What follows belongs to an exercise in optimizing a design on an open flow for small area; a production flow would make more cautious choices. At most, simulation tests tie the RTL to the original design; equivalence was not proved. Function not checked in runs 2 to 4: the RTL went through the layout flow alone. No activity file was given, so power comes from the tool's default toggle rates.

--- flow/run.sh ---
#!/bin/bash
# synth_recipe.tcl (not shown) runs the flow's synth.tcl, then flattens the netlist and writes it again
# the make line also repeats each setting of config.mk as NAME=value (left out here)
make -C /OpenROAD-flow-scripts/flow DESIGN_CONFIG=/design/flow/config.mk WORK_HOME=/design/flow/orfs CLKGATE_MAP_FILE= SYNTH_SCRIPT=/design/flow/synth_recipe.tcl finish
--- flow/config.mk ---
export PLATFORM = sky130hd
export DESIGN_NAME = udp_plus_fix
export DESIGN_NICKNAME = udp_plus_fix
export VERILOG_FILES = /design/flow/design.v
export SDC_FILE = /design/flow/constraint.sdc
export NUM_CORES = 4
export LEC_CHECK = 0
export CAP_MARGIN = 20
export CORE_MARGIN = 2
export CORE_UTILIZATION = 40
export SLEW_MARGIN = 20
--- flow/constraint.sdc ---
create_clock -name core_clock -period 10.0 [get_ports {clk}]
set_input_delay 2.0000 -clock core_clock [delete_from_list [all_inputs] [get_ports {clk}]]
set_output_delay 2.0000 -clock core_clock [all_outputs]
set_load 0.01 [all_outputs]
--- flow/design.v ---
`timescale 1ns / 1ps
module udp_parser (
    input            clk,
    input            rst,
    input      [7:0] data_in,
    input            valid_in,
    output reg [7:0] payload_data,
    output           packet_done
);
    localparam IDLE    = 2'd0;
    localparam HEADER  = 2'd1;
    localparam PAYLOAD = 2'd2;
    reg [15:0] byte_count;
    reg [15:0] udp_length;
    reg [1:0]  c_state;
    wire [15:0] byte_count_inc = byte_count + 16'd1;
    always @(posedge clk or posedge rst) begin
        if (rst) byte_count <= 16'd0;
        else if (valid_in) byte_count <= byte_count_inc;
        else byte_count <= 16'd0;
    end
    always @(posedge clk or posedge rst) begin
        if (rst) udp_length <= 16'd0;
        else if (c_state == IDLE) udp_length <= 16'd0;
        else if (byte_count == 16'd4) udp_length[15:8] <= data_in;
        else if (byte_count == 16'd5) udp_length[7:0] <= data_in;
    end
    assign packet_done = (byte_count == udp_length) & (c_state == IDLE);
    always @(posedge clk or posedge rst) begin
        if (rst) payload_data <= 8'd0;
        else if ((c_state == PAYLOAD) & valid_in) payload_data <= data_in;
        else payload_data <= 8'd0;
    end
    always @(posedge clk or posedge rst) begin
        if (rst) c_state <= IDLE;
        else case (c_state)
            IDLE:    if (valid_in) c_state <= HEADER;
            HEADER:  if (byte_count == 16'd7) c_state <= PAYLOAD;
            PAYLOAD: if (byte_count_inc == udp_length) c_state <= IDLE;
            default: ;
        endcase
    end
endmodule
`timescale 1ns / 1ps
module fix_parser (
    input        clk,
    input        rst,
    input  [7:0] data_in,
    output       msg_complete,
    output       tag_valid,
    output       tag_first,
    output       value_valid,
    output       value_first
);
localparam IDLE    = 3'b000;
localparam TAG     = 3'b100;
localparam EQUAL   = 3'b101;
localparam VALUE   = 3'b111;
localparam CONTROL = 3'b110;
localparam DONE    = 3'b010;
localparam RESET       = 3'b000;
localparam BEGINSTRING = 3'b001;
localparam BODY_LENGTH = 3'b011;
localparam BODY        = 3'b010;
localparam CHECKSUM    = 3'b110;
reg [2:0] c_state, n_state;
reg [2:0] c_s, n_s;
reg [7:0] LENGTH [0:4];
reg body_length_done;
wire body_length_value_en = (c_s == BODY_LENGTH) & (n_state == VALUE);
wire [16:0] L0 = {9'd0, LENGTH[0]}, L1 = {9'd0, LENGTH[1]}, L2 = {9'd0, LENGTH[2]};
wire [16:0] L3 = {9'd0, LENGTH[3]}, L4 = {9'd0, LENGTH[4]};
wire [16:0] len_hi = L3 + (L4 << 3) + (L4 << 1);
wire [16:0] body_length_value = L0 + (L1 << 1) + (L1 << 3) + (L2 << 2) + (L2 << 5) + (L2 << 6)
                              + (len_hi << 10) - (len_hi << 4) - (len_hi << 3);
assign tag_valid    = (n_state == TAG);
assign tag_first    = tag_valid & (c_state != TAG);
assign value_valid  = (n_state == VALUE);
assign value_first  = (c_state == EQUAL);
assign msg_complete = (c_state == DONE);
integer i;
always @(posedge clk or posedge rst) begin
    if (rst) begin
        for (i = 0; i < 5; i = i + 1) LENGTH[i] <= 8'd0;
    end else if (body_length_value_en) begin
        LENGTH[0] <= data_in - 8'h30;
        for (i = 1; i < 5; i = i + 1) LENGTH[i] <= LENGTH[i-1];
    end else if (!(c_s == BODY_LENGTH || c_s == BODY)) begin
        for (i = 0; i < 5; i = i + 1) LENGTH[i] <= 8'd0;
    end
end
reg [16:0] count_m1;
always @(posedge clk or posedge rst) begin
    if (rst) begin
        count_m1 <= 17'h1ffff;
        body_length_done <= 1'b0;
    end else if (count_m1 == body_length_value) begin
        count_m1 <= 17'h1ffff;
        body_length_done <= 1'b1;
    end else begin
        count_m1 <= (c_s == BODY) ? count_m1 + 17'd1 : 17'h1ffff;
        body_length_done <= 1'b0;
    end
end
always @(posedge clk or posedge rst) begin
    if (rst) c_state <= IDLE;
    else c_state <= n_state;
end
always @(*) begin
    n_state = c_state;
    case (c_state)
    IDLE:    if ((n_s == BEGINSTRING) | (n_s == BODY) | (n_s == BODY_LENGTH)) n_state = TAG;
    TAG:     if (data_in == 8'h3d) n_state = EQUAL;
    EQUAL:   n_state = VALUE;
    VALUE:   if (data_in == 8'h01) n_state = (c_s == CHECKSUM) ? DONE : CONTROL;
    CONTROL: n_state = TAG;
    DONE:    n_state = IDLE;
    default: ;
    endcase
end
always @(posedge clk or posedge rst) begin
    if (rst) c_s <= RESET;
    else c_s <= n_s;
end
always @(*) begin
    n_s = c_s;
    case (c_s)
    RESET:       if (data_in == 8'h38) n_s = BEGINSTRING;
    BEGINSTRING: if (data_in == 8'h01) n_s = BODY_LENGTH;
    BODY_LENGTH: if (data_in == 8'h01) n_s = BODY;
    BODY:        if (body_length_done) n_s = CHECKSUM;
    CHECKSUM:    if (data_in == 8'h01) n_s = RESET;
    default: ;
    endcase
end
endmodule
`timescale 1ns / 1ps
module fix_to_order_book (
    input             clk,
    input             rst,
    input      [7:0]  data,
    input             msg_complete,
    input             tag_valid,
    input             tag_first,
    input             value_valid,
    input             value_first,
    output            msg_valid,
    output            msg_type,
    output     [47:0] symbol_id,
    output            side,
    output     [63:0] price,
    output     [63:0] quantity,
    output     [31:0] order_id
);
    localparam [4:0] S_zzz = 5'd0;
    localparam [4:0] S_E = 5'd1;
    localparam [4:0] S_z = 5'd2;
    localparam [4:0] S_zz = 5'd3;
    localparam [4:0] S_zz1 = 5'd4;
    localparam [4:0] S_zzz1 = 5'd5;
    localparam [4:0] S_zzz3 = 5'd6;
    localparam [4:0] S_zzz5 = 5'd7;
    localparam [4:0] S_zz15 = 5'd8;
    localparam [4:0] S_zzz35 = 5'd17;
    localparam [4:0] S_zzz11 = 5'd18;
    localparam [4:0] S_zz150 = 5'd19;
    localparam [4:0] S_zzz39 = 5'd20;
    localparam [4:0] S_zzz54 = 5'd21;
    localparam [4:0] S_zz151 = 5'd22;
    localparam [4:0] S_zzz55 = 5'd23;
    localparam [4:0] S_zzz31 = 5'd24;
    function [4:0] dfa_next(input [4:0] s, input [7:0] b);
      begin
        case (s)
          S_zzz: begin
            if (b == 8'h00) dfa_next = S_zzz;
            else if (b == 8'h31) dfa_next = S_zzz1;
            else if (b == 8'h33) dfa_next = S_zzz3;
            else if (b == 8'h35) dfa_next = S_zzz5;
            else dfa_next = S_E;
          end
          S_E: begin
            if (b == 8'h00) dfa_next = S_z;
            else dfa_next = S_E;
          end
          S_z: begin
            if (b == 8'h00) dfa_next = S_zz;
            else dfa_next = S_E;
          end
          S_zz: begin
            if (b == 8'h00) dfa_next = S_zzz;
            else if (b == 8'h31) dfa_next = S_zz1;
            else dfa_next = S_E;
          end
          S_zz1: begin
            if (b == 8'h00) dfa_next = S_z;
            else if (b == 8'h35) dfa_next = S_zz15;
            else dfa_next = S_E;
          end
          S_zzz1: begin
            if (b == 8'h00) dfa_next = S_z;
            else if (b == 8'h31) dfa_next = S_zzz11;
            else if (b == 8'h35) dfa_next = S_zz15;
            else dfa_next = S_E;
          end
          S_zzz3: begin
            if (b == 8'h00) dfa_next = S_z;
            else if (b == 8'h31) dfa_next = S_zzz31;
            else if (b == 8'h35) dfa_next = S_zzz35;
            else if (b == 8'h39) dfa_next = S_zzz39;
            else dfa_next = S_E;
          end
          S_zzz5: begin
            if (b == 8'h00) dfa_next = S_z;
            else if (b == 8'h34) dfa_next = S_zzz54;
            else if (b == 8'h35) dfa_next = S_zzz55;
            else dfa_next = S_E;
          end
          S_zz15: begin
            if (b == 8'h00) dfa_next = S_z;
            else if (b == 8'h30) dfa_next = S_zz150;
            else if (b == 8'h31) dfa_next = S_zz151;
            else dfa_next = S_E;
          end
          S_zzz35: begin
            if (b == 8'h00) dfa_next = S_z;
            else dfa_next = S_E;
          end
          S_zzz11: begin
            if (b == 8'h00) dfa_next = S_z;
            else dfa_next = S_E;
          end
          S_zz150: begin
            if (b == 8'h00) dfa_next = S_z;
            else dfa_next = S_E;
          end
          S_zzz39: begin
            if (b == 8'h00) dfa_next = S_z;
            else dfa_next = S_E;
          end
          S_zzz54: begin
            if (b == 8'h00) dfa_next = S_z;
            else dfa_next = S_E;
          end
          S_zz151: begin
            if (b == 8'h00) dfa_next = S_z;
            else dfa_next = S_E;
          end
          S_zzz55: begin
            if (b == 8'h00) dfa_next = S_z;
            else dfa_next = S_E;
          end
          S_zzz31: begin
            if (b == 8'h00) dfa_next = S_z;
            else dfa_next = S_E;
          end
          default: dfa_next = S_E;
        endcase
      end
    endfunction
    localparam [3:0] C_NONE      = 4'd0;
    localparam [3:0] C_MSGTYPE   = 4'd1;
    localparam [3:0] C_CLORDID   = 4'd2;
    localparam [3:0] C_EXECTYPE  = 4'd3;
    localparam [3:0] C_ORDSTATUS = 4'd4;
    localparam [3:0] C_SIDE      = 4'd5;
    localparam [3:0] C_LEAVESQTY = 4'd6;
    localparam [3:0] C_SYMBOL    = 4'd7;
    localparam [3:0] C_LASTPX    = 4'd8;
    localparam [2:0] E_NONE = 3'd0, E_0 = 3'd1, E_F = 3'd2, E_4 = 3'd3, E_5 = 3'd4;
    localparam [1:0] O_NONE = 2'd0, O_0 = 2'd1, O_12 = 2'd2, O_4 = 2'd3;
    reg [4:0]  tag_dfa;
    reg [3:0]  tag_class;
    reg [63:0] value_stack;
    reg        MsgType8;
    reg [2:0]  ExecType;
    reg [1:0]  OrdStatus;
    reg [31:0] ClOrdID_n;
    reg [47:0] Symbol_n;
    reg        Side;
    reg [63:0] LeavesQty_n, LastPx_n;
    reg        mc1, mc2, mc3, mc4;
    reg        is_exec;
    wire tag_end = value_first;
    always @(posedge clk) begin
        if (tag_first) tag_dfa <= dfa_next(S_zzz, data);
        else if (tag_valid) tag_dfa <= dfa_next(tag_dfa, data);
    end
    always @(posedge clk or posedge rst) begin
        if (rst) tag_class <= C_NONE;
        else if (tag_end) tag_class <= tag_dfa[4] ? tag_dfa[3:0] : C_NONE;
    end
    reg [63:0] value_stack_n;
    always @(posedge clk) begin
        if (value_first) value_stack_n <= {56'hffffffffffffff, ~data};
        else if (value_valid) value_stack_n <= {value_stack_n[55:0], ~data};
    end
    always @(*) value_stack = ~value_stack_n;
    wire [7:0] v0 = value_stack[7:0];
    wire clear = mc4 & ~tag_end;
    wire wr_clordid   = tag_end & (tag_class == C_CLORDID);
    wire wr_symbol    = tag_end & (tag_class == C_SYMBOL);
    wire wr_leavesqty = tag_end & (tag_class == C_LEAVESQTY);
    wire wr_lastpx    = tag_end & (tag_class == C_LASTPX);
    reg has_clordid, has_symbol, has_leavesqty, has_lastpx;
    always @(posedge clk) begin
        if (wr_clordid)   ClOrdID_n   <= value_stack_n[31:0];
        if (wr_symbol)    Symbol_n    <= value_stack_n[47:0];
        if (wr_leavesqty) LeavesQty_n <= value_stack_n;
        if (wr_lastpx)    LastPx_n    <= value_stack_n;
    end
    always @(posedge clk or posedge rst) begin
        if (rst) begin
            has_clordid <= 1'b0; has_symbol <= 1'b0; has_leavesqty <= 1'b0; has_lastpx <= 1'b0;
        end else if (tag_end) begin
            if (wr_clordid)   has_clordid <= 1'b1;
            if (wr_symbol)    has_symbol <= 1'b1;
            if (wr_leavesqty) has_leavesqty <= 1'b1;
            if (wr_lastpx)    has_lastpx <= 1'b1;
        end else if (clear) begin
            has_clordid <= 1'b0; has_symbol <= 1'b0; has_leavesqty <= 1'b0; has_lastpx <= 1'b0;
        end
    end
    always @(posedge clk or posedge rst) begin
        if (rst) begin
            MsgType8  <= 1'b0;
            ExecType  <= E_NONE;
            OrdStatus <= O_NONE;
            Side      <= 1'b0;
        end else if (tag_end) begin
            case (tag_class)
            C_MSGTYPE:   MsgType8 <= (v0 == 8'h38);
            C_EXECTYPE:  ExecType <= (v0 == 8'h30) ? E_0 : (v0 == 8'h46) ? E_F :
                                     (v0 == 8'h34) ? E_4 : (v0 == 8'h35) ? E_5 : E_NONE;
            C_ORDSTATUS: OrdStatus <= (v0 == 8'h30) ? O_0 :
                                      (v0 == 8'h31 || v0 == 8'h32) ? O_12 :
                                      (v0 == 8'h34) ? O_4 : O_NONE;
            C_SIDE:      Side <= v0[0];
            default: ;
            endcase
        end else if (clear) begin
            MsgType8  <= 1'b0;
            ExecType  <= E_NONE;
            OrdStatus <= O_NONE;
            Side      <= 1'b0;
        end
    end
    always @(posedge clk or posedge rst) begin
        if (rst) begin
            mc1 <= 1'b0; mc2 <= 1'b0; mc3 <= 1'b0; mc4 <= 1'b0;
            is_exec <= 1'b0;
        end else begin
            mc1 <= msg_complete; mc2 <= mc1; mc3 <= mc2; mc4 <= mc3;
            if (msg_complete) is_exec <= MsgType8;
        end
    end
    wire accepted = ((ExecType == E_0) & (OrdStatus == O_0)) |
                    ((ExecType == E_F) & (OrdStatus == O_12)) |
                    ((ExecType == E_4) & (OrdStatus == O_4)) |
                    (ExecType == E_5);
    wire shown = (mc2 | mc3) & is_exec;
    wire sel = shown & accepted;
    assign msg_valid = shown;
    assign msg_type  = ~(sel & ~((ExecType == E_0) & (OrdStatus == O_0)));
    assign symbol_id = ~(Symbol_n    | {48{~(sel & has_symbol)}});
    assign side      = sel & Side;
    assign price     = ~(LastPx_n    | {64{~(sel & has_lastpx)}});
    assign quantity  = ~(LeavesQty_n | {64{~(sel & has_leavesqty)}});
    assign order_id  = ~(ClOrdID_n   | {32{~(sel & has_clordid)}});
endmodule
`timescale 1ns / 1ps
module udp_plus_fix(
    input         clk,
    input         rst,
    input  [7:0]  data_in,
    input         valid_in,
    output        fix_packet_done_in,
    output        msg_valid,
    output        msg_type,
    output [47:0] symbol_id,
    output        side,
    output [63:0] price,
    output [63:0] quantity,
    output [31:0] order_id
    );
    wire [7:0] fix_data;
    wire msg_complete, tag_valid, tag_first, value_valid, value_first;
    udp_parser udp(
        .clk(clk), .rst(rst), .data_in(data_in), .valid_in(valid_in),
        .payload_data(fix_data), .packet_done(fix_packet_done_in));
    fix_parser fp(
        .clk(clk), .rst(rst), .data_in(fix_data),
        .msg_complete(msg_complete), .tag_valid(tag_valid), .tag_first(tag_first),
        .value_valid(value_valid), .value_first(value_first));
    fix_to_order_book fto(
        .clk(clk), .rst(rst), .data(fix_data), .msg_complete(msg_complete),
        .tag_valid(tag_valid), .tag_first(tag_first),
        .value_valid(value_valid), .value_first(value_first),
        .msg_valid(msg_valid), .msg_type(msg_type), .symbol_id(symbol_id),
        .side(side), .price(price), .quantity(quantity), .order_id(order_id));
endmodule
==> results of run 1 <==
==> report_power, final <==
group | internal (mW) | switching, mW
sequential | 1.83 | 0.0856
clock | 0.927 | 0.670
combinational | 0.140 | 0.158
total | 2.89 | 0.913
==> logic make-up after synthesis <==
group	synth area share (%)
compound gates	8.16
xor+xnor	4.25
fa+ha+maj	8.88
buf+inv	3.52
flops	57.2
mux	1.22
other cells	0.0196
simple gates	16.7
==> state kept, by name (all words and copies together), names as in the netlist, 3 cells and up <==
signal and flops:
fp.LENGTH 40, fp.c_s 3, fp.c_state 3, fp.count_m1 17, fto.ClOrdID_n 32, fto.ExecType 3, fto.LastPx_n 64, fto.LeavesQty_n 64
fto.Symbol_n 48, fto.tag_class 4, fto.tag_dfa 5, fto.value_stack_n 64, udp.byte_count 16, udp.payload_data 8, udp.udp_length 16
==> cells in the final DEF, fill, tap and decap left out, drive strengths merged, types with 5 or more instances in the layout <==
| master | instances |
|---|---|
| nand4 | 15 |
| inv | 97 |
| a211oi | 8 |
| nor2 | 275 |
| fa | 46 |
| a31oi | 6 |
| xor2 | 36 |
| or2 | 8 |
| dfrtp | 109 |
| nand2 | 176 |
| mux2i | 20 |
| ha | 62 |
| nor2b | 9 |
| a22o | 42 |
| clkinv | 15 |
| clkbuf | 52 |
| and2 | 25 |
| clkdlybuf4s50 | 222 |
| o21a | 12 |
| nand2b | 13 |
| a21oi | 36 |
| o21bai | 6 |
| edfxtp | 221 |
| and3 | 16 |
| o21ai | 45 |
| dfxtp | 56 |
| buf | 12 |
| nor4 | 11 |
| nor3 | 14 |
| nand3 | 99 |
| bufinv | 5 |
| xnor2 | 55 |
| or4 | 6 |
| dfstp | 17 |
| or3 | 7 |
| a21o | 12 |
==> routing by layer <==
metal / vias to the layer above / track usage, %
li1: 6337 / -
met1: 6556 / 26.2
met2: 402 / 31.2
met3: 70 / 3.86
met4: 0 / 5.00
met5: - / 0
==> worst min path at each step <==
stage	end	slack, ns
global placement	fto.mc2$_DFF_PP0_	0.33
CTS	fto.mc2$_DFF_PP0_	0.35
detailed placement	fto.mc2$_DFF_PP0_	0.34
finish	fto.mc2$_DFF_PP0_	0.34
global route	fto.mc2$_DFF_PP0_	0.35
floorplan	fto.mc2$_DFF_PP0_	0.33
==> critical path: cells and delay by family (launching register included) <==
kind | cells | cell delay [ns]
xor gates and xnor gates | 2 | 0.43
adders and majority gates | 8 | 3.16
buffers and inverters | 4 | 0.20
and+or+nand+nor | 6 | 1.51
AOI/OAI and AO/OA | 6 | 1.92
DFF | 1 | 0.37
==> final cells by class <==
| cell class | count | share of cell area, % |
|---|---|---|
| clock buffer | 52 | 4.75 |
| sequential | 403 | 46.9 |
| tap | 615 | 3.30 |
| inverter | 94 | 1.52 |
| timing repair buffer | 234 | 9.93 |
| multi-input combinational | 1137 | 32.4 |
| clock inverter | 26 | 1.29 |
==> through the flow <==
stage               util [%]  hold slack, ns
floorplan                  -           0.331
finish                  49.2           0.340
CTS                     49.1           0.351
global placement        46.2           0.335
detailed placement      46.2           0.345
global route            49.2           0.345
==> summary.md, run 1 <==
| Metric | Value |
|---|---|
| R2R setup slack | `2.35 ns` |
| Gpl congestion | `0.856` |
| Met3 WL | `2.69 mm` |
| Most frequent cell after synthesis | `nor2_1` |
| Setup bufs post-CTS | `0` |
| Wl on met1 | `21.5 mm` |
| Post-synthesis cell type count | `84` |
| Post-Syn Instances | `1,712` |
| Power consumption | `3.81 mW` |
| Syn-to-layout area delta | `22.1%` |
| Synth top area share | `34.7%` |
| CP max FO | `17` |
| Maxcap violations | `0` |
| Synth Flop Type | `edfxtp_1` |
| Slowest cell on crit path | `or4_4` |
| Die width | `223 um` |
| Count of final hold-check violations | `0` |
| Worst r2r src | `fp.LENGTH[4][0]$_DFFE_PP0P_` |
| WL per Instance | `18.3 um` |
| Largest net degree at the start of global routing | `80` |
| RSZ-0062 raised after global routing | `no` |
| I/O Buffers | `222` |
| Clock tree sinks | `403` |
| Placed Cells incl. Taps | `2,483` |
| Initial antenna violation count | `0` |
| Clock Latency Late Sink | `0.58 ns` |
| Chip Height | `223 um` |
| Reg2Reg Depth | `26` |
| # fillers | `4,280` |
| # IOs | `223` |
| Fin. max-slew vios | `0` |
| Sequential cell area | `10,900 um2` |
| Crit path required time | `10.50 ns` |
| Placed cell areas | `21,900 um2` |
| Crit share post-route | `76.5%` |
| Synth area leader | `edfxtp_1` |
| Maximum vdd drop | `121 uV` |
| Seq/Total Area, Yosys | `57.2%` |
| Routed Antenna Nets | `0` |
| Hold Crit Start | `fto.mc1$_DFF_PP0_` |
| Worst rel slew slack | `30.3%` |
| Slew @ Worst Pin | `1.04 ns` |
| Root Buffer | `clkbuf_16` |
| Synth Warn # | `4` |
| Finished Cell Area | `23,300 um2` |
| Starting density of the core | `40.3%` |
| Num CTS Buffers | `42` |
| Final net count | `2,031` |
| Vias | `13,400` |
| Setup crit end | `fp.count_m1[8]$_DFF_PP1_` |
| Final Worst Setup Slack | `2.35 ns` |
| H-tree depth | `2` |
| Post-detail-place hpwl | `31.8 mm` |
| GRT Util Overall | `19.1%` |
| Setup-failing EPs final | `0` |
| Commonest cells post-synth | `nor2_1, edfxtp_1, nand2_1, dfrtp_1, nand3_1` |
| Critical Path Start | `fp.LENGTH[4][0]$_DFFE_PP0P_` |
| Met2 wire length | `21.7 mm` |
| DR DRC count | `0` |
| PwrDens | `163 nW/um2` |
| # diodes | `0` |
| Die area | `49,500 um2` |
| Post-synth EDFFs | `221` |
| Net Count, Synth | `1,831` |
| Fin crit period | `7.65 ns` |
| Avg Inst Size Synth | `11.2 um2` |
| RR Endpoint | `fp.count_m1[8]$_DFF_PP1_` |
| DP Worst Slack | `2.39 ns` |
| Hold bufs inserted after CTS | `0` |
| Global-route wire length before repair | `75.9 mm` |
| Critical path class | `flip-flop to flip-flop` |
| Leakage | `9.00 nW` |
| Core region area | `47,400 um2` |
| Hold crit path type | `flip-flop to flip-flop` |
| Sum of negative setup slack | `0 ns` |
| Post-cts gate resize count | `0` |
| Synthesized area | `19,100 um2` |
| WP data arrival | `8.15 ns` |
| TritonRoute pass-1 iters | `5` |
| Fmax achieved | `131 MHz` |
| Share of cells above drive strength 1 | `7.09%` |
| Synth area leaders | `edfxtp_1, dfrtp_1, dfxtp_1, nor2_1, fa_1` |
| Vias in the first global route | `13,400` |
| Startpoint types | `flip-flop` |
| Status | `no timing/DRC/antenna violations` |
| Hold depth | `0` |
| Final Non-Filler Cells | `2,561` |
| Initial DRC count | `940` |
| Clock slew at reported path FFs | `0.06 ns` |
| Seq cells post-synth | `403` |
| Post-Route Skew | `0.0316 ns` |
| Multi-input logic area | `7550 um2` |
| CP Capture Type | `flip-flop` |
| Vias/cell | `5.22` |
| Row count | `80` |
| Max stage delay on crit path | `0.55 ns` |
| Longest Clk Path Bufs | `3` |
| Max Used Layer | `met4` |
| Ys async rst share | `31.3%` |
| Final wirelength | `46.9 mm` |
| Remaining Overflow, GRT | `0` |
| CTS tree | `built` |
==> run 2: changes to the inputs <==
--- a/flow/design.v
+++ b/flow/design.v
@@ -79,10 +79,8 @@
 assign value_first  = (c_state == EQUAL);
 assign msg_complete = (c_state == DONE);
 integer i;
-always @(posedge clk or posedge rst) begin
-    if (rst) begin
-        for (i = 0; i < 5; i = i + 1) LENGTH[i] <= 8'd0;
-    end else if (body_length_value_en) begin
+always @(posedge clk) begin
+    if (body_length_value_en) begin
         LENGTH[0] <= data_in - 8'h30;
         for (i = 1; i < 5; i = i + 1) LENGTH[i] <= LENGTH[i-1];
     end else if (!(c_s == BODY_LENGTH || c_s == BODY)) begin
@@ -90,11 +88,8 @@
     end
 end
 reg [16:0] count_m1;
-always @(posedge clk or posedge rst) begin
-    if (rst) begin
-        count_m1 <= 17'h1ffff;
-        body_length_done <= 1'b0;
-    end else if (count_m1 == body_length_value) begin
+always @(posedge clk) begin
+    if (count_m1 == body_length_value) begin
         count_m1 <= 17'h1ffff;
         body_length_done <= 1'b1;
     end else begin
==> summary.md, run 2 <==
| Metric | Value |
|---|---|
| Status | `no timing/DRC/antenna violations` |
| Wl on met1 | `21.4 mm` |
| Final Util | `49.2%` |
| Synth area leaders | `edfxtp_1, dfrtp_1, dfxtp_1, nor2_1, fa_1` |
| Most frequent cell after synthesis | `nor2_1` |
| Vias in the first global route | `13,400` |
| Share of cells above drive strength 1 | `6.13%` |
| Avg Inst Size Synth | `11.1 um2` |
| Post-cts gate resize count | `0` |
| Initial antenna violation count | `0` |
| Finished Cell Area | `23,400 um2` |
| Die area | `49,700 um2` |
| Combinational cell fraction of total power | `3.5%` |
| Fmax achieved | `131 MHz` |
| RSZ-0062 raised after global routing | `no` |
| Clock tree sinks | `403` |
| Clock slew at reported path FFs | `0.06 ns` |
| Sw power | `753 uW` |
| Longest Clk Path Bufs | `3` |
| Hold bufs inserted after CTS | `0` |
| Starting density of the core | `40.4%` |
| Final net count | `2,043` |
| Row count | `80` |
| Commonest cells post-synth | `nor2_1, edfxtp_1, nand2_1, nand3_1, inv_1` |
| Placed cell areas | `22,000 um2` |
| Sequential cell area | `11,000 um2` |
| Post-synthesis mux area share | `1.48%` |
| Startpoint types | `flip-flop` |
| Slowest cell on crit path | `or4b_1` |
| Crit share post-route | `76.4%` |
| P_int | `2.77 mW` |
| Crit path buf inv count | `4` |
| Gpl congestion | `0.828` |
| CTS tree | `built` |
| Post-Synth Simple-Gate Area | `18.0%` |
| Num CTS Buffers | `43` |
| Net Count, Synth | `1,841` |
| Crit path required time | `10.47 ns` |
| Vias/cell | `5.14` |
| TritonRoute pass-1 iters | `4` |
| Ys async rst share | `16.9%` |
| # IOs | `223` |
| Max Used Layer | `met4` |
| Synth Flop Type | `edfxtp_1` |
| Setup-failing EPs final | `0` |
| Critical path class | `flip-flop to flip-flop` |
| Count of final hold-check violations | `0` |
| Initial DRC count | `777` |
| Sequential power share | `51.3%` |
| Multi-input logic area | `7480 um2` |
| Post-Route Skew | `0.0136 ns` |
| Post-Syn Instances | `1,722` |
| Main combinational cell family by area after synthesis | `simple AND/OR/NAND/NOR gates` |
| Met2 wire length | `23.0 mm` |
| Fin. max-slew vios | `0` |
| Synth area leader | `edfxtp_1` |
| Leakage | `10.3 nW` |
| Seq cells post-synth | `403` |
| Max stage delay on crit path | `0.87 ns` |
| Chip Height | `223 um` |
| DR DRC count | `0` |
| Placed Cells incl. Taps | `2,494` |
| # fillers | `4,205` |
| Largest net degree at the start of global routing | `69` |
| Maximum vdd drop | `148 uV` |
| Post-synth EDFFs | `261` |
| Setup bufs post-CTS | `0` |
| Vias | `13,200` |
| Synthesized area | `19,200 um2` |
| Switching Fraction | `21.4%` |
| Worst rel slew slack | `30.0%` |
| Fin crit period | `7.64 ns` |
| Clock Latency Late Sink | `0.55 ns` |
| Maxcap violations | `0` |
| Synth top area share | `40.9%` |
| Synth Area in Adders | `8.84%` |
| # diodes | `0` |
| Syn-to-layout area delta | `21.8%` |
| Core region area | `47,500 um2` |
| Hold crit path type | `flip-flop to flip-flop` |
| CP max FO | `18` |
| I/O Buffers | `222` |
| Most frequent cells in the layout | `nor2_1, edfxtp_1, clkdlybuf4s50_1` |
| Top Registers | `fto.LastPx_n: 64 flops, fto.LeavesQty_n: 64 flops, fto.value_stack_n: 64 flops` |
| Post-synthesis cell type count | `87` |
| Synth Area in XOR/XNOR | `4.30%` |
| WP data arrival | `8.10 ns` |
| CP delay by family, top | `adder cells` |
| H-tree depth | `2` |
| Seq/Total Area, Yosys | `57.4%` |
| Synth Warn # | `4` |
| Final Non-Filler Cells | `2,574` |
| Synth Area in Compound Gates | `6.17%` |
| WL per Instance | `18.4 um` |
| Most common cell after layout, fill and taps aside | `nor2_1` |
| GRT Util Overall | `19.1%` |
| Root Buffer | `clkbuf_16` |
| Global-route wire length before repair | `75.2 mm` |
| Clock share of power | `45.1%` |
| Met3 WL | `2.21 mm` |
| Remaining Overflow, GRT | `0` |
| Routed Antenna Nets | `0` |
| Final wirelength | `47.3 mm` |
| Sum of negative setup slack | `0 ns` |
| PwrDens | `151 nW/um2` |
| Post-detail-place hpwl | `32.3 mm` |
| Slew @ Worst Pin | `1.05 ns` |
| CP Capture Type | `flip-flop` |
| Die width | `223 um` |
-- run 2: cell type report --
cell class | count | share of cell area [%]
clock buffer | 58 | 5.02
clock inverter | 22 | 1.03
inverter | 94 | 1.51
multi-input combinational | 1145 | 32.0
sequential | 403 | 47.2
tap | 615 | 3.29
timing repair buffer | 237 | 9.99
-- run 2: layer usage --
layer  vias up  global-route usage, %
met1      6548                   26.4
met5         -                      0
li1       6347                      -
met4         0                   4.01
met3        57                   2.94
met2       280                   31.9
-- run 2: path summary, 6_finish.rpt --
| check | from | endpoint | slack, ns | cells after the start |
|---|---|---|---|---|
| max | fp.LENGTH[4][0]$_SDFFCE_PN0P_ | fp.count_m1[1]$_SDFF_PP1_ | 2.36 | 26 |
| min | fto.mc1$_DFF_PP0_ | fto.mc2$_DFF_PP0_ | 0.35 | 0 |
| max reg2reg | fp.LENGTH[4][0]$_SDFFCE_PN0P_ | fp.count_m1[1]$_SDFF_PP1_ | 2.36 | 26 |
| min reg2reg | fto.mc1$_DFF_PP0_ | fto.mc2$_DFF_PP0_ | 0.35 | 0 |
| max in group asynchronous | rst | udp.udp_length[15]$_DFFE_PP0P_ | 7.38 | 3 |
| min in group asynchronous | rst | udp.byte_count[14]$_DFF_PP0_ | 2.02 | 3 |
-- run 2: cell families after synthesis --
kind of cell | count (synthesis)
simple gates | 743
flops | 403
compound gates | 174
buf+inv | 174
fa+ha+maj | 108
xor+xnor | 91
mux | 28
other cells | 1
-- run 2: stage by stage --
step / power, mW / hold slack, ns / setup WS [ns]
after floorplan: 1.93 / 0.331 / 3.13
after global placement: 1.97 / 0.333 / 2.52
final: 3.53 / 0.347 / 2.36
after CTS: 3.56 / 0.350 / 2.36
after global routing: 3.65 / 0.355 / 1.85
after detailed placement: 1.97 / 0.336 / 2.40
-- run 2: power groups by stage --
stage,sequential [mW],combinational (mW),clock [mW]
after floorplan,1.83,0.0947,0
after global placement,1.84,0.123,0
after detailed placement,1.84,0.124,0
after CTS,1.81,0.125,1.63
after global routing,1.81,0.140,1.70
final,1.81,0.124,1.59
==> run 3: changes to the inputs <==
--- a/flow/config.mk
+++ b/flow/config.mk
@@ -8,4 +8,6 @@
 export CAP_MARGIN = 20
 export CORE_MARGIN = 2
 export CORE_UTILIZATION = 40
+export CTS_BUF_LIST = sky130_fd_sc_hd__clkbuf_4
+export CTS_CLUSTER_SIZE = 30
 export SLEW_MARGIN = 20
==> summary.md, run 3 <==
| Metric | Value |
|---|---|
| Leakage | `10.5 nW` |
| Gpl congestion | `0.828` |
| Post-cts gate resize count | `0` |
| Syn-to-layout area delta | `22.1%` |
| Longest Clk Path Bufs | `3` |
| WP data arrival | `8.37 ns` |
| Num CTS Buffers | `106` |
| H-tree depth | `3` |
| Final wirelength | `48.4 mm` |
| Synth top area share | `40.9%` |
| Remaining Overflow, GRT | `0` |
| Final net count | `2,106` |
| Synth area leader | `edfxtp_1` |
| Worst rel slew slack | `30.2%` |
| Startpoint types | `flip-flop` |
| Most frequent cells in the layout | `nor2_1, edfxtp_1, clkdlybuf4s50_1` |
| Vias/cell | `5.08` |
| RSZ-0062 raised after global routing | `no` |
| CP max FO | `18` |
| PwrDens | `147 nW/um2` |
| Clock tree sinks | `403` |
| Share of cells above drive strength 1 | `10.9%` |
| Clock Latency Late Sink | `0.85 ns` |
| Setup bufs post-CTS | `0` |
| Die width | `223 um` |
| Most frequent cell after synthesis | `nor2_1` |
| Global-route wire length before repair | `76.9 mm` |
| Starting density of the core | `40.4%` |
| Commonest cells post-synth | `nor2_1, edfxtp_1, nand2_1, nand3_1, inv_1` |
| Synthesized area | `19,200 um2` |
| Wl on met1 | `21.5 mm` |
| TritonRoute pass-1 iters | `5` |
| Largest net degree at the start of global routing | `69` |
| Die area | `49,700 um2` |
| Hold bufs inserted after CTS | `0` |
| CTS tree | `built` |
| Critical Path Start | `fp.LENGTH[4][0]$_SDFFCE_PN0P_` |
| Most common cell after layout, fill and taps aside | `nor2_1` |
| WL per Instance | `17.9 um` |
| Top Registers | `fto.LastPx_n: 64 flops, fto.LeavesQty_n: 64 flops, fto.value_stack_n: 64 flops` |
| Crit path required time | `10.76 ns` |
| Met2 wire length | `23.5 mm` |
| Status | `no timing/DRC/antenna violations` |
| Initial DRC count | `780` |
| CP Capture Type | `flip-flop` |
| Placed cell areas | `22,000 um2` |
| Post-Syn Instances | `1,722` |
| Fin. max-slew vios | `0` |
| Slew @ Worst Pin | `1.04 ns` |
| Crit share post-route | `76.1%` |
| Worst r2r src | `fp.LENGTH[4][0]$_SDFFCE_PN0P_` |
| Routed Antenna Nets | `0` |
| Finished Cell Area | `23,400 um2` |
| Chip Height | `223 um` |
| Post-synthesis cell type count | `87` |
| Sum of negative setup slack | `0 ns` |
| Synth Flop Type | `edfxtp_1` |
| Placed Cells incl. Taps | `2,494` |
| Setup-failing EPs final | `0` |
| Avg Inst Size Synth | `11.1 um2` |
| Hold Crit Start | `fto.mc1$_DFF_PP0_` |
| Critical path class | `flip-flop to flip-flop` |
| Maxcap violations | `0` |
| Maximum vdd drop | `127 uV` |
| Initial antenna violation count | `2` |
| Final Non-Filler Cells | `2,700` |
| Vias | `13,700` |
| Post-synth EDFFs | `261` |
| # IOs | `223` |
| I/O Buffers | `222` |
| Final Util | `49.3%` |
| DR DRC count | `0` |
| Vias in the first global route | `14,100` |
| Net Count, Synth | `1,841` |
| Met3 WL | `2.52 mm` |
| GRT Util Overall | `19.6%` |
| Ys async rst share | `16.9%` |
| Root Buffer | `clkbuf_4` |
| Synth Warn # | `4` |
| Max Used Layer | `met4` |
| Synth area leaders | `edfxtp_1, dfrtp_1, dfxtp_1, nor2_1, fa_1` |
| Fin crit period | `7.61 ns` |
| Fmax achieved | `131 MHz` |
| Hold crit path type | `flip-flop to flip-flop` |
| Row count | `80` |
| Post-detail-place hpwl | `32.3 mm` |
| Clock slew at reported path FFs | `0.07 ns` |
| Count of final hold-check violations | `0` |
| Seq cells post-synth | `403` |
| Core region area | `47,500 um2` |
| Post-Route Skew | `0.0394 ns` |
| Seq/Total Area, Yosys | `57.4%` |
[run 3: metal layers]
layer | vias up | track usage, %
met1 | 6761 | 26.2
met3 | 53 | 4.40
met5 | - | 0
met2 | 360 | 32.1
li1 | 6546 | -
met4 | 0 | 5.63
[run 3: logic make-up after synthesis]
kind of cell / Yosys count / synth area share (%)
AOI/OAI and AO/OA: 174 / 6.17
xor gates and xnor gates: 91 / 4.30
adders and majority gates: 108 / 8.84
buffers and inverters: 174 / 3.77
DFF: 403 / 57.4
muxes: 28 / 1.48
other: 1 / 0.0195
and+or+nand+nor: 743 / 18.0
[run 3: where the power goes]
part | leakage (nW) | internal (mW) | switching [mW]
clock | 0.853 | 0.814 | 0.702
combinational | 5.07 | 0.0565 | 0.0669
sequential | 4.56 | 1.78 | 0.0291
[run 3: final timing paths]
kind	to	cells past startpoint	slack [ns]
setup / recovery	fp.count_m1[1]$_SDFF_PP1_	26	2.39
hold / removal	fto.mc2$_DFF_PP0_	0	0.35
setup reg to reg	fp.count_m1[1]$_SDFF_PP1_	26	2.39
hold reg to reg	fto.mc2$_DFF_PP0_	0	0.35
max in group asynchronous	fto.has_leavesqty$_DFFE_PP0P_	3	7.64
min in group asynchronous	udp.udp_length[12]$_DFFE_PP0P_	3	1.75
[run 3: through the flow]
step / hold slack (ns) / total power [mW] / setup slack (ns)
after floorplan: 0.331 / 1.93 / 3.13
after global placement: 0.333 / 1.97 / 2.52
after CTS: 0.350 / 3.50 / 2.36
after global routing: 0.354 / 3.60 / 1.88
after detailed placement: 0.336 / 1.97 / 2.40
final: 0.347 / 3.45 / 2.39
[run 3: worst max-delay path, cell delays in order (launching register included)]
cell	delay [ns]
edfxtp_1	0.36
ha_1	0.18
inv_1	0.06
fa_1	0.52
inv_1	0.04
ha_1	0.30
o21ai_0	0.14
o21ai_0	0.17
a21o_1	0.20
a21o_1	0.20
a21o_1	0.17
a21oi_1	0.21
xor2_1	0.22
fa_1	0.47
fa_1	0.52
inv_1	0.06
fa_1	0.53
inv_1	0.04
ha_1	0.19
ha_1	0.33
xnor2_1	0.28
o31ai_1	0.10
a2111oi_1	0.39
o221ai_1	0.20
or4_1	0.54
or4b_1	0.87
nand3b_1	0.21
[run 3: final cells by class]
class	count	area (um2)
antenna	4	10.0
fill	4283	24100
clock inverter	42	260
inverter	94	353
sequential	403	11000
clock buffer	160	1200
tap	615	769
timing repair buffer	237	2330
multi-input combinational	1145	7480
==> run 4: changes to the inputs <==
==> flow/flow/run.sh (new file) <==
#!/bin/bash
# The standard layout, with every port buffered by the smallest buffer
# (sky130_fd_sc_hd__buf_1) instead of the one buffer_ports picks by default.
set -euo pipefail
bash standard.sh "BUFFER_PORTS_ARGS=-buffer_cell sky130_fd_sc_hd__buf_1" finish > standard_flow.log 2>&1
==> flow/standard.sh (new file) <==
#!/bin/bash
# synth_recipe.tcl (not shown) runs the flow's synth.tcl, then flattens the netlist and writes it again
# the make line also repeats each setting of config.mk as NAME=value (left out here)
make -C /OpenROAD-flow-scripts/flow DESIGN_CONFIG=/design/flow/config.mk WORK_HOME=/design/flow/orfs CLKGATE_MAP_FILE= SYNTH_SCRIPT=/design/flow/synth_recipe.tcl "${@:-finish}"
--- a/flow/config.mk
+++ b/flow/config.mk
@@ -8,6 +8,4 @@
 export CAP_MARGIN = 20
 export CORE_MARGIN = 2
 export CORE_UTILIZATION = 40
-export CTS_BUF_LIST = sky130_fd_sc_hd__clkbuf_4
-export CTS_CLUSTER_SIZE = 30
 export SLEW_MARGIN = 20
removed: flow/run.sh
==> summary.md, run 4 <==
| Metric | Value |
|---|---|
| CP Capture Type | `flip-flop` |
| Chip Height | `223 um` |
| Setup crit end | `fp.count_m1[0]$_SDFF_PP1_` |
| RR Endpoint | `fp.count_m1[0]$_SDFF_PP1_` |
| Clock tree sinks | `403` |
| Post-synthesis cell type count | `87` |
| PwrDens | `162 nW/um2` |
| Final wirelength | `45.9 mm` |
| Die area | `49,700 um2` |
| Most common cell after layout, fill and taps aside | `nor2_1` |
| Critical Path Start | `fp.LENGTH[4][0]$_SDFFCE_PN0P_` |
| Seq/Total Area, Yosys | `57.4%` |
| RSZ-0062 raised after global routing | `no` |
| # fillers | `4,442` |
| Final Util | `46.3%` |
| Remaining Overflow, GRT | `0` |
| Routed Antenna Nets | `0` |
| Starting density of the core | `40.4%` |
| Num CTS Buffers | `42` |
| WHS | `0.351 ns` |
| Syn-to-layout area delta | `14.8%` |
| Fmax achieved | `131 MHz` |
| CTS tree | `built` |
| Setup bufs post-CTS | `0` |
| Most frequent cells in the layout | `nor2_1, edfxtp_1, buf_1` |
| Slew @ Worst Pin | `1.03 ns` |
| Fin. max-slew vios | `0` |
| Gpl congestion | `0.846` |
| DP Worst Slack | `2.45 ns` |
| Post-synth EDFFs | `261` |
| Final Worst Setup Slack | `2.34 ns` |
| Ys async rst share | `16.9%` |
| Final net count | `2,040` |
| Vias | `13,400` |
| Status | `no timing/DRC/antenna violations` |
| Power consumption | `3.57 mW` |
| I/O Buffers | `222` |
| H-tree depth | `2` |
| Most frequent cell after synthesis | `nor2_1` |
| Post-Route Skew | `0.0177 ns` |
| Synth area leaders | `edfxtp_1, dfrtp_1, dfxtp_1, nor2_1, fa_1` |
| Reg2Reg Depth | `26` |
| Setup-failing EPs final | `0` |
| Critical path class | `flip-flop to flip-flop` |
| Clock Latency Late Sink | `0.56 ns` |
| Post-Syn Instances | `1,722` |
| Initial antenna violation count | `0` |
| Largest net degree at the start of global routing | `69` |
| Crit share post-route | `76.6%` |
| Hold bufs inserted after CTS | `0` |
| Seq cells post-synth | `403` |
| Worst rel slew slack | `31.2%` |
| # diodes | `0` |
| Maximum vdd drop | `126 uV` |
| R2R setup slack | `2.34 ns` |
| Synth top area share | `40.9%` |
| Initial DRC count | `965` |
| Count of final hold-check violations | `0` |
| Startpoint types | `flip-flop` |
| Net Count, Synth | `1,841` |
| Leakage | `9.84 nW` |
| Vias in the first global route | `13,300` |
| Global-route wire length before repair | `73.7 mm` |
| Crit path required time | `10.47 ns` |
| Fin crit period | `7.66 ns` |
| Die width | `223 um` |
| TritonRoute pass-1 iters | `7` |
| WP data arrival | `8.13 ns` |
| Root Buffer | `clkbuf_16` |
| Maxcap violations | `0` |
| Worst r2r src | `fp.LENGTH[4][0]$_SDFFCE_PN0P_` |
| Synth Warn # | `4` |
| Commonest cells post-synth | `nor2_1, edfxtp_1, nand2_1, nand3_1, inv_1` |
| # IOs | `223` |
| CP max FO | `18` |
| GRT Util Overall | `18.5%` |
| Top Registers | `fto.LastPx_n: 64 flops, fto.LeavesQty_n: 64 flops, fto.value_stack_n: 64 flops` |
| Synthesized area | `19,200 um2` |
| Post-detail-place hpwl | `31.0 mm` |
| Core region area | `47,500 um2` |
| Post-cts gate resize count | `0` |
| Synth area leader | `edfxtp_1` |
| Sum of negative setup slack | `0 ns` |
| Vias/cell | `5.20` |
| Clock slew at reported path FFs | `0.06 ns` |
| Share of cells above drive strength 1 | `6.45%` |
| Longest Clk Path Bufs | `3` |
| Avg Inst Size Synth | `11.1 um2` |
| Synth Flop Type | `edfxtp_1` |
| Row count | `80` |
| Hold crit path type | `flip-flop to flip-flop` |
| WL per Instance | `17.9 um` |
| DR DRC count | `0` |
## run 4: cell counts after synthesis
No cell type changed its count.
## run 4: cell type report
cell class	count	area [um2]	area share, %
clock inverter	24	303	1.38
inverter	94	353	1.60
multi-input combinational	1145	7490	34.0
tap	615	769	3.50
sequential	403	11000	50.1
timing repair buffer	235	931	4.23
clock buffer	52	1150	5.22
## run 4: metal layers
metal	vias up	track usage, %	share of wire, %
met5	-	0	0
met4	0	5.15	2.2
met1	6639	25.6	45
met2	325	30.1	48
met3	73	2.99	4.7
li1	6324	-	-
## run 4: cells by family (layout without fill, tap and decap cells)
group                    count (synthesis)  after routing  synth area share (%)
XOR/XNOR                                91             91                  4.30
flip-flops                             403            403                  57.4
adder cells (fa/ha/maj)                108            108                  8.84
other                                    1              1                0.0195
AO/OA/AOI/OAI                          174            174                  6.17
multiplexers                            28             28                  1.48
AND/OR/NAND/NOR                        743            743                  18.0
buffers and inverters                  174            405                  3.77
## run 4: report_power, final
group	total, mW	leakage [nW]	switching (mW)	internal (mW)
sequential	1.81	4.56	0.0275	1.78
combinational	0.119	4.56	0.0651	0.0540
clock	1.64	0.719	0.662	0.977
## run 4: stage by stage
step                cell area [um2]  instances
detailed placement            20600       2492
finish                        22000       2568
global route                  22000       2568
CTS                           22000       2568
global placement              20600       2492
floorplan                     19200       1722
## run 4: worst min path at each step
stage,from,to,slack [ns],depth (start not counted)
CTS,fto.mc1$_DFF_PP0_,fto.mc2$_DFF_PP0_,0.35,0
floorplan,fto.mc1$_DFF_PP0_,fto.mc2$_DFF_PP0_,0.33,0
global placement,fto.mc1$_DFF_PP0_,fto.mc2$_DFF_PP0_,0.34,0
finish,fto.mc1$_DFF_PP0_,fto.mc2$_DFF_PP0_,0.35,0
detailed placement,fto.mc1$_DFF_PP0_,fto.mc2$_DFF_PP0_,0.34,0
global route,fto.mc1$_DFF_PP0_,fto.mc2$_DFF_PP0_,0.36,0
## run 4: worst max-delay path, stage by stage, from the launching register on
cell,delay [ns]
edfxtp_1,0.37
ha_1,0.18
inv_1,0.07
fa_1,0.53
inv_1,0.04
ha_1,0.31
o21ai_0,0.15
o21ai_0,0.16
a21o_1,0.20
a21o_1,0.20
a21o_1,0.17
a21oi_1,0.22
xor2_1,0.23
fa_1,0.48
fa_1,0.52
inv_1,0.06
fa_1,0.54
inv_1,0.04
ha_1,0.19
ha_1,0.34
xnor2_1,0.28
o31ai_1,0.10
a2111oi_1,0.39
o221ai_1,0.18
or4_1,0.53
or4b_1,0.86
nand3_1,0.21
==> run 5: changes to the inputs <==
--- a/flow/design.v
+++ b/flow/design.v
@@ -71,21 +71,25 @@
 wire [16:0] L0 = {9'd0, LENGTH[0]}, L1 = {9'd0, LENGTH[1]}, L2 = {9'd0, LENGTH[2]};
 wire [16:0] L3 = {9'd0, LENGTH[3]}, L4 = {9'd0, LENGTH[4]};
 wire [16:0] len_hi = L3 + (L4 << 3) + (L4 << 1);
+wire [16:0] len_hi_n = ~len_hi;
 wire [16:0] body_length_value = L0 + (L1 << 1) + (L1 << 3) + (L2 << 2) + (L2 << 5) + (L2 << 6)
-                              + (len_hi << 10) - (len_hi << 4) - (len_hi << 3);
+                              + (len_hi << 10) + (len_hi_n << 4) + (len_hi_n << 3) + 17'd24;
 assign tag_valid    = (n_state == TAG);
 assign tag_first    = tag_valid & (c_state != TAG);
 assign value_valid  = (n_state == VALUE);
 assign value_first  = (c_state == EQUAL);
 assign msg_complete = (c_state == DONE);
-integer i;
+wire length_keep = (c_s == BODY_LENGTH) | (c_s == BODY);
+wire length_hold = length_keep & ~body_length_value_en;
+wire [39:0] length_q = {LENGTH[4], LENGTH[3], LENGTH[2], LENGTH[1], LENGTH[0]};
+wire [39:0] length_shift = {LENGTH[3], LENGTH[2], LENGTH[1], LENGTH[0], data_in - 8'h30};
+wire [39:0] length_d = (length_shift & {40{body_length_value_en}}) | (length_q & {40{length_hold}});
 always @(posedge clk) begin
-    if (body_length_value_en) begin
-        LENGTH[0] <= data_in - 8'h30;
-        for (i = 1; i < 5; i = i + 1) LENGTH[i] <= LENGTH[i-1];
-    end else if (!(c_s == BODY_LENGTH || c_s == BODY)) begin
-        for (i = 0; i < 5; i = i + 1) LENGTH[i] <= 8'd0;
-    end
+    LENGTH[0] <= length_d[7:0];
+    LENGTH[1] <= length_d[15:8];
+    LENGTH[2] <= length_d[23:16];
+    LENGTH[3] <= length_d[31:24];
+    LENGTH[4] <= length_d[39:32];
 end
 reg [16:0] count_m1;
 always @(posedge clk) begin
--- a/flow/config.mk
+++ b/flow/config.mk
@@ -8,4 +8,5 @@
 export CAP_MARGIN = 20
 export CORE_MARGIN = 2
 export CORE_UTILIZATION = 40
+export CTS_CLUSTER_SIZE = 25
 export SLEW_MARGIN = 20
==> summary.md, run 5 <==
| Metric | Value |
|---|---|
| # diodes | `0` |
| Initial antenna violation count | `0` |
| Global-route wire length before repair | `73.2 mm` |
| Largest net degree at the start of global routing | `71` |
| Fmax achieved | `153 MHz` |
| Vias in the first global route | `13,000` |
| R2R setup slack | `3.45 ns` |
| # fillers | `4,384` |
| CP Capture Type | `flip-flop` |
| Status | `no timing/DRC/antenna violations` |
| Final net count | `2,062` |
| Startpoint types | `flip-flop` |
| Synth top area share | `35.3%` |
| Net Count, Synth | `1,868` |
| Chip Height | `221 um` |
| Clock slew at reported path FFs | `0.06 ns` |
| Synth Flop Type | `edfxtp_1` |
| Num CTS Buffers | `43` |
| Post-Syn Instances | `1,754` |
| Gpl congestion | `0.848` |
| Initial DRC count | `1,026` |
| Maximum vdd drop | `104 uV` |
| Starting density of the core | `40.5%` |
| # IOs | `223` |
| Ys async rst share | `16.9%` |
| Clock tree sinks | `403` |
| H-tree depth | `2` |
| CTS tree | `built` |
| Final wirelength | `44.3 mm` |
| Avg Inst Size Synth | `10.7 um2` |
| Setup-failing EPs final | `0` |
| Slew @ Worst Pin | `1.05 ns` |
| WL per Instance | `17.1 um` |
| Commonest cells post-synth | `nor2_1, nand2_1, edfxtp_1, nand3_1, dfxtp_1` |
| Die area | `48,800 um2` |
| Count of final hold-check violations | `0` |
| Final Util | `46.7%` |
| RR Endpoint | `fp.count_m1[15]$_SDFF_PP1_` |
| Synth area leader | `edfxtp_1` |
| Crit share post-route | `65.5%` |
| Most frequent cells in the layout | `nor2_1, nand2_1, buf_1` |
| Setup bufs post-CTS | `0` |
| Critical path class | `flip-flop to flip-flop` |
| Placed cell areas | `20,100 um2` |
| Worst r2r src | `fp.LENGTH[3][3]$_DFF_P_` |
| Clock Latency Late Sink | `0.58 ns` |
| Post-synthesis cell type count | `82` |
| Synthesized area | `18,800 um2` |
| Finished Cell Area | `21,700 um2` |
| Vias | `13,300` |
| PwrDens | `164 nW/um2` |
| Longest Clk Path Bufs | `3` |
| RSZ-0062 raised after global routing | `no` |
| Hold crit path type | `flip-flop to flip-flop` |
| Row count | `79` |
| Hold Crit Start | `fto.mc1$_DFF_PP0_` |
| Hold EP | `fto.mc2$_DFF_PP0_` |
| CP max FO | `17` |
| WHS | `0.345 ns` |
| Hold depth | `0` |
| Root Buffer | `clkbuf_16` |
| Leakage | `9.26 nW` |
| Post-cts gate resize count | `0` |
| DR DRC count | `0` |
| Hold bufs inserted after CTS | `0` |
| Remaining Overflow, GRT | `0` |
| Synth area leaders | `edfxtp_1, dfxtp_1, dfrtp_1, nor2_1, fa_1` |
| Die width | `221 um` |
| Post-detail-place hpwl | `29.9 mm` |
| GRT Util Overall | `18.4%` |
| Post-Route Skew | `0.0218 ns` |
| Routed Antenna Nets | `0` |
| Most frequent cell after synthesis | `nor2_1` |
| Vias/cell | `5.13` |
| WP data arrival | `6.96 ns` |
| Core region area | `46,500 um2` |
| Post-synth EDFFs | `221` |
| Worst rel slew slack | `29.9%` |
| Synth Warn # | `4` |
| Most common cell after layout, fill and taps aside | `nor2_1` |
| Fin crit period | `6.55 ns` |
| Seq/Total Area, Yosys | `56.5%` |
| TritonRoute pass-1 iters | `7` |
| Reg2Reg Depth | `24` |
| Power consumption | `3.55 mW` |
| Share of cells above drive strength 1 | `6.15%` |
| Syn-to-layout area delta | `15.3%` |
| Seq cells post-synth | `403` |
| Maxcap violations | `0` |
| Top Registers | `fto.LastPx_n: 64 flops, fto.LeavesQty_n: 64 flops, fto.value_stack_n: 64 flops` |
| Fin. max-slew vios | `0` |
| I/O Buffers | `222` |
| Sum of negative setup slack | `0 ns` |
| Crit path required time | `10.42 ns` |
==> run 5: changes by cell type after synthesis, moves of 8 or more <==
cell | before | now
nand3_1 | 102 | 125
and2_1 | 48 | 24
nor3_1 | 24 | 15
nor2_1 | 277 | 269
dfxtp_1 | 74 | 114
o21ai_0 | 35 | 61
a21o_1 | 15 | 7
nand2_1 | 178 | 234
nand3_2 | 8 | 0
edfxtp_1 | 261 | 221
a21oi_1 | 42 | 34
==> run 5: cell families (layout without fill, tap and decap cells) <==
family / count (synthesis) / after routing / share of synthesized area [%]
muxes: 25 / 25 / 1.34
AOI/OAI and AO/OA: 168 / 168 / 5.87
buffers and inverters: 174 / 403 / 3.92
xor gates and xnor gates: 96 / 96 / 4.47
and+or+nand+nor: 784 / 784 / 19.2
adders and majority gates: 103 / 103 / 8.73
other: 1 / 1 / 0.0199
DFF: 403 / 403 / 56.5
==> run 5: worst max-delay path by stage <==
stage / start / endpoint / slack (ns)
final: fp.LENGTH[3][3]$_DFF_P_ / fp.count_m1[15]$_SDFF_PP1_ / 3.45
after global routing: fp.LENGTH[3][3]$_DFF_P_ / fp.count_m1[15]$_SDFF_PP1_ / 2.91
after CTS: fp.LENGTH[3][3]$_DFF_P_ / fp.count_m1[15]$_SDFF_PP1_ / 3.45
after detailed placement: fp.LENGTH[3][3]$_DFF_P_ / fp.count_m1[15]$_SDFF_PP1_ / 3.48
after global placement: fp.LENGTH[4][0]$_DFF_P_ / fp.count_m1[5]$_SDFF_PP1_ / 3.60
after floorplan: fp.LENGTH[4][0]$_DFF_P_ / fp.count_m1[10]$_SDFF_PP1_ / 4.02
==> run 5: metal layers <==
metal  vias to the layer above  global-route usage [%]  wire length, um
met3                        63                    3.16             2270
met2                       385                    29.2            20600
met5                         -                       0                0
met4                         0                    4.52              865
met1                      6469                    26.3            20600
li1                       6380                       -                -
==> run 5: through the flow <==
step                      worst slack (ns)  cells
after CTS                             3.45   2590
after detailed placement              3.48   2510
final                                 3.45   2590
after global routing                  2.91   2590
after floorplan                       4.02   1754
after global placement                3.60   2510
==> run 5: worst max-delay path: stages (launching register included) <==
cell      delay (ns)
dfxtp_1         0.36
ha_1            0.19
inv_1           0.07
fa_1            0.55
inv_1           0.04
ha_1            0.32
a21oi_1         0.24
nor2b_1         0.07
o21ai_0         0.23
nor2b_1         0.19
xor2_1          0.32
fa_1            0.47
inv_1           0.07
fa_1            0.40
inv_1           0.09
fa_1            0.41
ha_1            0.31
ha_1            0.43
a211oi_4        0.31
o311ai_1        0.14
a31o_2          0.25
a21oi_1         0.17
xnor2_1         0.14
a31oi_4         0.46
o21ai_0         0.16
==> run 5: cell type report <==
type	instances	area, um2	share of cell area (%)
Sequential cell	403	10600	49.0
Inverter	88	330	1.52
Clock inverter	28	384	1.77
Timing Repair Buffer	235	931	4.29
Clock buffer	52	1170	5.40
Multi-Input combinational cell	1177	7490	34.5
Tap cell	607	759	3.50
==> run 5: where the power goes <==
group | leakage, nW | internal (mW) | switching, mW | total, mW
clock network | 0.765 | 1.05 | 0.672 | 1.72
logic | 4.21 | 0.0304 | 0.0544 | 0.0848
registers | 4.29 | 1.74 | 0.00673 | 1.74
total | 9.26 | 2.82 | 0.733 | 3.55
==> run 6: changes to the inputs <==
--- a/flow/config.mk
+++ b/flow/config.mk
@@ -8,5 +8,5 @@
 export CAP_MARGIN = 20
 export CORE_MARGIN = 2
 export CORE_UTILIZATION = 40
-export CTS_CLUSTER_SIZE = 25
+export CTS_CLUSTER_SIZE = 35
 export SLEW_MARGIN = 20
==> summary.md, run 6 <==
| Metric | Value |
|---|---|
| Status | `no timing/DRC/antenna violations` |
| Post-synthesis cell type count | `82` |
| Row count | `79` |
| Synthesized area | `18,800 um2` |
| Maxcap violations | `0` |
| Initial DRC count | `1,026` |
| Post-Syn Instances | `1,754` |
| TritonRoute pass-1 iters | `7` |
| H-tree depth | `2` |
| Die width | `221 um` |
| Placed cell areas | `20,100 um2` |
| Post-detail-place hpwl | `29.9 mm` |
| Chip Height | `221 um` |
| DR DRC count | `0` |
| # diodes | `0` |
| Most frequent cells in the layout | `nor2_1, nand2_1, buf_1` |
| WL per Instance | `17.1 um` |
| Main combinational cell family by area after synthesis | `simple AND/OR/NAND/NOR gates` |
| Fin crit period | `6.55 ns` |
| Synth Area in Adders | `8.73%` |
| Synth area leaders | `edfxtp_1, dfxtp_1, dfrtp_1, nor2_1, fa_1` |
| Global-route wire length before repair | `73.2 mm` |
| Count of final hold-check violations | `0` |
| # IOs | `223` |
| Most frequent cell after synthesis | `nor2_1` |
| CP Capture Type | `flip-flop` |
| Crit share post-route | `65.5%` |
| P_int | `2.82 mW` |
| Largest net degree at the start of global routing | `71` |
| Gpl congestion | `0.848` |
| CP max FO | `17` |
| Sw power | `733 uW` |
| Final wirelength | `44.3 mm` |
| I/O Buffers | `222` |
| Synth Area in XOR/XNOR | `4.47%` |
| Setup bufs post-CTS | `0` |
| Synth Area in Compound Gates | `5.87%` |
| Startpoint types | `flip-flop` |
| # fillers | `4,384` |
| Commonest cells post-synth | `nor2_1, nand2_1, edfxtp_1, nand3_1, dfxtp_1` |
| Vias in the first global route | `13,000` |
| Clock slew at reported path FFs | `0.06 ns` |
| Seq cells post-synth | `403` |
| Post-Synth Simple-Gate Area | `19.2%` |
| GRT Util Overall | `18.4%` |
| Slew @ Worst Pin | `1.05 ns` |
| CTS tree | `built` |
| Crit path required time | `10.42 ns` |
| Switching Fraction | `20.6%` |
| Sequential power share | `49.1%` |
| Critical path class | `flip-flop to flip-flop` |
| Hold crit path type | `flip-flop to flip-flop` |
| Vias/cell | `5.13` |
| Post-synthesis mux area share | `1.34%` |
| Synth Flop Type | `edfxtp_1` |
| WP data arrival | `6.96 ns` |
| Vias | `13,300` |
| Post-Route Skew | `0.0218 ns` |
| Post-cts gate resize count | `0` |
| Die area | `48,800 um2` |
| Top Registers | `fto.LastPx_n: 64 flops, fto.LeavesQty_n: 64 flops, fto.value_stack_n: 64 flops` |
| Fin. max-slew vios | `0` |
| Sum of negative setup slack | `0 ns` |
| Synth top area share | `35.3%` |
| Synth area leader | `edfxtp_1` |
| Finished Cell Area | `21,700 um2` |
| Power consumption | `3.55 mW` |
| Final net count | `2,062` |
| Most common cell after layout, fill and taps aside | `nor2_1` |
| Routed Antenna Nets | `0` |
| Clock tree sinks | `403` |
| Combinational cell fraction of total power | `2.4%` |
| Post-synth EDFFs | `221` |
| Ys async rst share | `16.9%` |
| Synth Warn # | `4` |
| Setup-failing EPs final | `0` |
| Avg Inst Size Synth | `10.7 um2` |
| Seq/Total Area, Yosys | `56.5%` |
| Clock Latency Late Sink | `0.58 ns` |
| Share of cells above drive strength 1 | `6.15%` |
| Worst rel slew slack | `29.9%` |
| Starting density of the core | `40.5%` |
| Core region area | `46,500 um2` |
| Clock share of power | `48.5%` |
| PwrDens | `164 nW/um2` |
| Num CTS Buffers | `43` |
| Syn-to-layout area delta | `15.3%` |
| Root Buffer | `clkbuf_16` |
| Longest Clk Path Bufs | `3` |
| Fmax achieved | `153 MHz` |
| Leakage | `9.26 nW` |
| Initial antenna violation count | `0` |
| Net Count, Synth | `1,868` |
| Remaining Overflow, GRT | `0` |
| Hold bufs inserted after CTS | `0` |
| Maximum vdd drop | `104 uV` |
| RSZ-0062 raised after global routing | `no` |
## run 6: layout make-up
type,count,area [um2],share of cell area [%]
clock buffer,52,1170,5.40
sequential,403,10600,49.0
clock inverter,28,384,1.77
timing repair buffer,235,931,4.29
inverter,88,330,1.52
tap,607,759,3.50
multi-input combinational,1177,7490,34.5
## run 6: final timing paths
check / slack, ns / depth (start not counted) / to / startpoint
worst max-delay path: 3.45 / 24 / fp.count_m1[15]$_SDFF_PP1_ / fp.LENGTH[3][3]$_DFF_P_
worst min-delay path: 0.35 / 0 / fto.mc2$_DFF_PP0_ / fto.mc1$_DFF_PP0_
min in group asynchronous: 1.68 / 3 / udp.byte_count[3]$_DFF_PP0_ / rst
worst max register to register: 3.45 / 24 / fp.count_m1[15]$_SDFF_PP1_ / fp.LENGTH[3][3]$_DFF_P_
worst min register to register: 0.35 / 0 / fto.mc2$_DFF_PP0_ / fto.mc1$_DFF_PP0_
max in group asynchronous: 7.73 / 3 / fto.ExecType[1]$_DFFE_PP0P_ / rst
## run 6: cells by family (layout without fill, tap and decap cells)
| kind of cell | count (synthesis) | count (layout) |
|---|---|---|
| flops | 403 | 403 |
| other cells | 1 | 1 |
| simple gates | 784 | 784 |
| buf+inv | 174 | 403 |
| xor+xnor | 96 | 96 |
| mux | 25 | 25 |
| fa+ha+maj | 103 | 103 |
| compound gates | 168 | 168 |
## run 6: layer usage
| metal | track usage [%] | part of all wire [%] | up-vias |
|---|---|---|---|
| met3 | 3.16 | 5.1 | 63 |
| met1 | 26.3 | 47 | 6469 |
| met2 | 29.2 | 46 | 385 |
| li1 | - | - | 6380 |
| met4 | 4.52 | 2.0 | 0 |
| met5 | 0 | 0 | - |
## run 6: critical path: stages (launching register included)
cell	delay (ns)
dfxtp_1	0.36
ha_1	0.19
inv_1	0.07
fa_1	0.55
inv_1	0.04
ha_1	0.32
a21oi_1	0.24
nor2b_1	0.07
o21ai_0	0.23
nor2b_1	0.19
xor2_1	0.32
fa_1	0.47
inv_1	0.07
fa_1	0.40
inv_1	0.09
fa_1	0.41
ha_1	0.31
ha_1	0.43
a211oi_4	0.31
o311ai_1	0.14
a31o_2	0.25
a21oi_1	0.17
xnor2_1	0.14
a31oi_4	0.46
o21ai_0	0.16
## run 6: power by group through the flow
stage	Sequential (mW)	Clock (mW)	Combinational (mW)
3_5_place_dp	1.78	0	0.0850
6_report	1.74	1.72	0.0848
5_1_grt	1.74	1.83	0.0956
2_1_floorplan	1.78	0	0.0674
4_1_cts	1.74	1.77	0.0853
3_3_place_gp	1.78	0	0.0825
## run 6: per-stage QoR
stage	util [%]	setup WS, ns	instances	hold slack, ns
floorplan	-	4.02	1754	0.331
global placement	43.3	3.60	2510	0.335
detailed placement	43.3	3.48	2510	0.336
CTS	46.7	3.45	2590	0.349
global route	46.7	2.91	2590	0.358
finish	46.7	3.45	2590	0.345

==> re-timing with driven ports <==
The flow's constraints put no driver on any port. The routed layouts listed below were extracted and timed again, unchanged, in two steps.
Step 1 sets driving cells, clkbuf_16 on the clock port and buf_2 on the other inputs (assumed; they add their load-dependent delay and slew).
Step 2 also shifts input and output timing later by t, the mid clock arrival at the registers, as if the neighbouring blocks saw the same clock.
Slacks: ideal ports / drivers / drivers and shift; pairs: ideal ports / drivers.
run	shift t [ns]	setup slack, ns	latest minus earliest clock arrival (ns)
run 1	0.621	2.350 / 2.350 / 2.350	0.032 / 0.032
run 2	0.601	2.365 / 2.365 / 2.365	0.018 / 0.017
run 3	0.879	2.392 / 2.392 / 2.392	0.048 / 0.048
run 4	0.603	2.342 / 2.342 / 2.342	0.021 / 0.021
run 5	0.617	3.455 / 3.455 / 3.455	0.022 / 0.023
run 6	0.617	3.455 / 3.455 / 3.455	0.022 / 0.023
After both steps setup and hold are still met in every run listed.
